From an optimization exercise on the open Yosys and OpenROAD flow, aimed at small area and a short achievable clock period; shortcuts taken in it are not production practice.
At most, simulation tests tie the RTL to the original design; equivalence was not proved.
Power is estimated from default activity; no workload was simulated.

Setup of lane 2:
==> flow/design.v <==
module convolution(
input        clk,
input [71:0] pixel_data_in,
input        pixel_data_valid_in,
output reg [7:0] convolved_data_out,
output reg   convolved_data_valid_out
);
wire [7:0] p0 = pixel_data_in[7:0];
wire [7:0] p1 = pixel_data_in[15:8];
wire [7:0] p2 = pixel_data_in[23:16];
wire [7:0] p3 = pixel_data_in[31:24];
wire [7:0] p5 = pixel_data_in[47:40];
wire [7:0] p6 = pixel_data_in[55:48];
wire [7:0] p7 = pixel_data_in[63:56];
wire [7:0] p8 = pixel_data_in[71:64];
wire [10:0] a = {3'b0, p0} - {3'b0, p8};
wire [10:0] b = {3'b0, p6} - {3'b0, p2};
wire [10:0] c = {3'b0, p3} - {3'b0, p5};
wire [10:0] d = {3'b0, p1} - {3'b0, p7};
reg [10:0] gx, gy;
reg        valid1;
always @(posedge clk) begin
    gx <= a + b + {c[9:0], 1'b0};
    gy <= a - b + {d[9:0], 1'b0};
    valid1 <= pixel_data_valid_in;
end
wire m64x = &gx[10:6] & ~|gx[5:0];
wire m64y = &gy[10:6] & ~|gy[5:0];
wire bigx = ~(&gx[10:6] | ~|gx[10:6]) | m64x;
wire bigy = ~(&gy[10:6] | ~|gy[10:6]) | m64y;
localparam [895:0] TX_TABLE = 896'h7efdfbf7ef9f3e7cf9f3e7af5ebd78f1e3c76edd3a74e5cb870ddbb66ad5a3466c98b060bd72d58ad5294e992a44480f9d3664b1420302800a308142c64d9d3e811244a993a954ad62d5cbd83062c99b468d5ab66eddc3872e5d3a74eddbc78f1e3d7af5ebe7cf9f3e7cf9fbf7efdfbf;
wire [6:0] tx = TX_TABLE[7*gx[6:0] +: 7];
wire [6:0] xy = gy[6:0] ^ {7{gy[10]}};
wire [7:0] cmp = {1'b0, xy} + {1'b0, ~tx} + {7'b0, gy[10]};
wire is_edge = bigx | bigy | cmp[7];
always @(posedge clk) begin
    convolved_data_out <= {8{is_edge}};
    convolved_data_valid_out <= valid1;
end
endmodule
==> flow/config.mk <==
export PLATFORM = sky130hd
export DESIGN_NAME = convolution
export DESIGN_NICKNAME = convolution
export VERILOG_FILES = /design/flow/design.v
export SDC_FILE = /design/flow/constraint.sdc
export NUM_CORES = 4
export LEC_CHECK = 0
export CAP_MARGIN = 20
export CORE_MARGIN = 2
export CORE_UTILIZATION = 40
export SLEW_MARGIN = 20
==> flow/constraint.sdc <==
create_clock -name core_clock -period 5.5 [get_ports {clk}]
set_input_delay 1.1000 -clock core_clock [delete_from_list [all_inputs] [get_ports {clk}]]
set_output_delay 1.1000 -clock core_clock [all_outputs]
set_load 0.01 [all_outputs]
standard.sh (not shown) runs the stock make flow with config.mk's settings and CLKGATE_MAP_FILE= SYNTH_SCRIPT=/design/flow/synth_recipe.tcl, a recipe that flattens the netlist after the stock synthesis.
==> flow/flow/run.sh <==
#!/bin/bash
# Own flow: the standard synthesis, then its combinational logic re-mapped by ABC for area
# (registers, their names and cell types kept as the standard synthesis made them), then the
# standard ORFS layout of that netlist with buf_1 port buffers.
set -euo pipefail
W=$PWD
R=orfs/results/sky130hd/convolution/base
YOSYS=$FLOW_HOME/../tools/install/yosys/bin/yosys
[ -x "$YOSYS" ] || YOSYS=yosys
LIB=$FLOW_HOME/platforms/sky130hd/lib/sky130_fd_sc_hd__tt_025C_1v80.lib

bash standard.sh synth > std_synth.log 2>&1
cp $R/1_2_yosys.v std_netlist.v
DU=$(grep -o -- "-dont_use [^ ]*" orfs/logs/sky130hd/convolution/base/1_2_yosys.log | sort -u | tr '\n' ' ')
mv orfs orfs_std

cat > resynth.ys <<EOT
read_liberty -ignore_miss_func $LIB
blackbox sky130_fd_sc_hd__df* sky130_fd_sc_hd__conb_*
read_verilog std_netlist.v
hierarchy -top $FLOW_TOP
flatten
opt_clean -purge
opt -fast
abc -script $W/flow/resynth.abc -liberty $LIB $DU
opt_clean -purge
hilomap -singleton -hicell sky130_fd_sc_hd__conb_1 HI -locell sky130_fd_sc_hd__conb_1 LO
splitnets
opt_clean -purge
stat -liberty $LIB
write_verilog -noattr -noexpr -nohex -nodec resynth.v
EOT
$YOSYS -s resynth.ys > resynth.log 2>&1

bash standard.sh SYNTH_NETLIST_FILES=$W/resynth.v \
  BUFFER_PORTS_ARGS="-buffer_cell sky130_fd_sc_hd__buf_1" finish > flow_layout.log 2>&1
==> flow/flow/resynth.abc <==
strash
ifraig
scorr
dc2
dch -f
map -a
topo
strash
dch -f
map -D 2000
topo
strash
dch -f
map -D 2000
topo
Relative to lane 2, the following input files were edited for lane 5:
==> flow/flow/resynth.abc <==
strash
ifraig
scorr
dc2
dch -f
map -a
topo
strash
dch -f
map -a
topo
strash
dch -f
map -a
topo
Findings:
The share of the cycle needed by the critical path after routing in lane 5 was higher than what lane 2 gave. Lane 5 reports its worst setup path startpoint as pixel_data_in[64] while lane 2 reports pixel_data_in[1]. Lane 2 -> lane 5: number of buffers outside the clock class in the layout delta 0, exact match. Looking at the reports, lane 5 completed the entire flow and the layout it produced met the timing, DRC and antenna checks. Delta (lane 5 minus lane 2): final critical delay including setup and external delays rose 0.31 ns, total of fill cells in the finished design fell 34. The cell with the largest stage delay on the worst path comes out or2_2 in one run and o21ai_0 in the other, namely in lane 5 and lane 2 respectively.
No functional check of the RTL was part of any run of this note.

========
convolution, a different RTL version from the one above (not shown whole).
Size in the first run: ~650 cells after synthesis, about 83 I/O pins, roughly 4200 um2 of cells after synthesis.
clock: 5.5 ns
lec_check: 0
cap_margin: 20
core_margin: 2
core_utilization: 40
setup_slack_margin: 3.5
slew_margin: 20
==> flow/flow/resynth.abc <==
strash
ifraig
scorr
dc2
dch -f
map -a
topo
strash
dch -f
map -D 1000
topo
strash
dch -f
map -D 1000
topo
Scripts as last shown in full above: flow/flow/run.sh
==> next run, changes <==
Settings changed: SETUP_SLACK_MARGIN 3.5 to 3.3, TNS_END_PERCENT from default to 0.
The new run completed with no timing, DRC or antenna violations. Area after synthesis stays the same. Clock-buffer cell count came out higher by 2. Clock power came out lower by about 13%. Cell area came out lower by 15%. Sequential power came out lower by about 0.6%. Maximum frequency came out lower by about 2%. Combinational power came out lower by about 10%.

========
Another version of the RTL of convolution (not shown whole).
Size: about 630 cells after synthesis, ~83 I/O pins.
## convolution
module convolution(
input        clk,
input [71:0] pixel_data_in,
input        pixel_data_valid_in,
output reg [7:0] convolved_data_out,
output reg   convolved_data_valid_out
);
export LEC_CHECK = 0
export CAP_MARGIN = 20
export CORE_MARGIN = 2
export CORE_UTILIZATION = 40
export SETUP_SLACK_MARGIN = 3.4
export SLEW_MARGIN = 20
export TNS_END_PERCENT = 10
create_clock -name core_clock -period 5.5 [get_ports {clk}]
==> flow/flow/run.sh <==
#!/bin/bash
# Own flow: the standard synthesis, then its combinational logic re-mapped by ABC (registers,
# their names and cell types kept exactly as the standard synthesis made them), the logic fed
# by the input ports mapped for a tighter delay than the rest, then the standard ORFS layout
# of that netlist with buf_1 cells as the port buffers.
set -euo pipefail
W=$PWD
R=orfs/results/sky130hd/convolution/base
YOSYS=$FLOW_HOME/../tools/install/yosys/bin/yosys
[ -x "$YOSYS" ] || YOSYS=yosys
LIB=$FLOW_HOME/platforms/sky130hd/lib/sky130_fd_sc_hd__tt_025C_1v80.lib

bash standard.sh synth > std_synth.log 2>&1
cp $R/1_2_yosys.v std_netlist.v
DU=$(grep -o -- "-dont_use [^ ]*" orfs/logs/sky130hd/convolution/base/1_2_yosys.log | sort -u | tr '\n' ' ')
mv orfs orfs_std

printf "set_driving_cell sky130_fd_sc_hd__buf_1\nset_load 5\n" > abc.constr

cat > resynth.ys <<EOT
read_liberty -ignore_miss_func $LIB
blackbox sky130_fd_sc_hd__df* sky130_fd_sc_hd__conb_*
read_verilog std_netlist.v
hierarchy -top $FLOW_TOP
flatten
opt_clean -purge
techmap
opt -fast
select -set s1 w:pixel_data_in w:pixel_data_valid_in %u %co*:-sky130_fd_sc_hd__dfxtp_1[Q] t:sky130_fd_sc_hd__df* %d
setattr -set stage1 1 @s1
select -set s2 * a:stage1 %d t:sky130_fd_sc_hd__df* %d t:sky130_fd_sc_hd__conb* %d
abc -script $W/flow/rest.abc -liberty $LIB $DU -constr $W/abc.constr @s2
abc -script $W/flow/s1.abc -liberty $LIB $DU -constr $W/abc.constr a:stage1
opt_clean -purge
hilomap -singleton -hicell sky130_fd_sc_hd__conb_1 HI -locell sky130_fd_sc_hd__conb_1 LO
splitnets
opt_clean -purge
stat -liberty $LIB
write_verilog -noattr -noexpr -nohex -nodec resynth.v
EOT
$YOSYS -s resynth.ys > resynth.log 2>&1

bash standard.sh SYNTH_NETLIST_FILES=$W/resynth.v \
  BUFFER_PORTS_ARGS="-buffer_cell sky130_fd_sc_hd__buf_1" finish > flow_layout.log 2>&1
==> flow/flow/rest.abc <==
strash
ifraig
scorr
dc2
dch -f
map -a
topo
strash
dch -f
map -D 1200
topo
strash
dch -f
map -D 1200
topo
==> flow/flow/s1.abc <==
strash
dch -f
map -D 900
topo
buffer
upsize -D 850
dnsize -D 850
Change:
==> flow/flow/s1.abc (replaced) <==
strash
dch -f
map -D 1000
topo
buffer
upsize -D 850
dnsize -D 850
Settings changed: GPL_ROUTABILITY_DRIVEN from default to 0.
The changed run finished clean.
Design area fell by about 0.35%.
Setup slack is worse by 0.011 ns.
Worst hold slack is better by 0.0042 ns.
Core utilization hardly moves.
Power fell by 1.9%.
Wire length fell by 3.3%.
Die area fell by 0.79%.
Change:
--- a/flow/flow/run.sh
+++ b/flow/flow/run.sh
@@ -41,2 +41,4 @@
 $YOSYS -s resynth.ys > resynth.log 2>&1
+# the flop that drives the eight data outputs gets a strong drive (same cell type)
+sed -i 's/^\( *\)sky130_fd_sc_hd__dfxtp_1 \(\\convolved_data_out\[0\]\$_DFF_P_ \)/\1sky130_fd_sc_hd__dfxtp_4 \2/' resynth.v
 
Settings changed: GPL_ROUTABILITY_DRIVEN 0 to default, SETUP_SLACK_MARGIN 3.4 to 3.5.
The changed run completed without violations; die area hardly moves; via count climbs by about 1.2%; clock-buffer cell count does not change; global-route usage went up by 1.0 points; area after synthesis stays flat; sequential power went up by about 1%; setup slack degrades by 0.0098 ns; wire length climbs by about 9%; power grows by 3.9%; hold slack is about the same.
Change:
--- a/flow/flow/run.sh
+++ b/flow/flow/run.sh
@@ -41,4 +41,2 @@
 $YOSYS -s resynth.ys > resynth.log 2>&1
-# the flop that drives the eight data outputs gets a strong drive (same cell type)
-sed -i 's/^\( *\)sky130_fd_sc_hd__dfxtp_1 \(\\convolved_data_out\[0\]\$_DFF_P_ \)/\1sky130_fd_sc_hd__dfxtp_4 \2/' resynth.v
 
Settings changed: SETUP_SLACK_MARGIN 3.5 to 3.35.
Effect: The new run completed with no timing, DRC or antenna violations. Design area went down by about 1.3%. Routed wire length fell by 2.9%. Die area barely changes. Count of clock-buffer cells in the layout is higher by 1. Synthesized cell count does not change. Register-to-register slack hardly moves.

[afterwards: timing with drivers on the ports]
The results above use ideal ports. As a check the final layouts listed here were re-extracted and re-timed, cells and wires unchanged. Step 1: set_driving_cell puts a clkbuf_16 on clk and a buf_2 on each other input, an assumption about the parent block. Step 2 moves the port delays by t, midway between the first and last clock arrival at a register: inputs arrive t later, outputs are due t later. That takes back most of the time a late clock gives input paths. Slacks: ideal / step 1 / step 2; pairs: ideal / step 1.
run | shift t [ns] | slack for setup (ns) | worst data-port slew with drivers (ns)
lane 2 | 0.296 | 1.301 / 1.310 / 1.014 | 0.03
lane 5 | 0.283 | 0.988 / 0.993 / 0.709 | 0.04
the first run of note 2 | 0.363 | 3.416 / 3.412 / 3.049 | 0.08
the second run of note 2 | 0.351 | 3.372 / 3.379 / 3.028 | 0.04
the first run of note 3 | 0.326 | 3.470 / 3.470 / 3.189 | 0.03
the second run of note 3 | 0.325 | 3.459 / 3.452 / 3.143 | 0.04
the third run of note 3 | 0.336 | 3.449 / 3.455 / 3.119 | 0.03
the fourth run of note 3 | 0.330 | 3.452 / 3.449 / 3.130 | 0.04
After both steps every run listed still meets setup and hold. For the first run of note 2, which loses most, drivers alone change the setup slack by -0.004 ns; drivers and shift together by -0.367 ns.
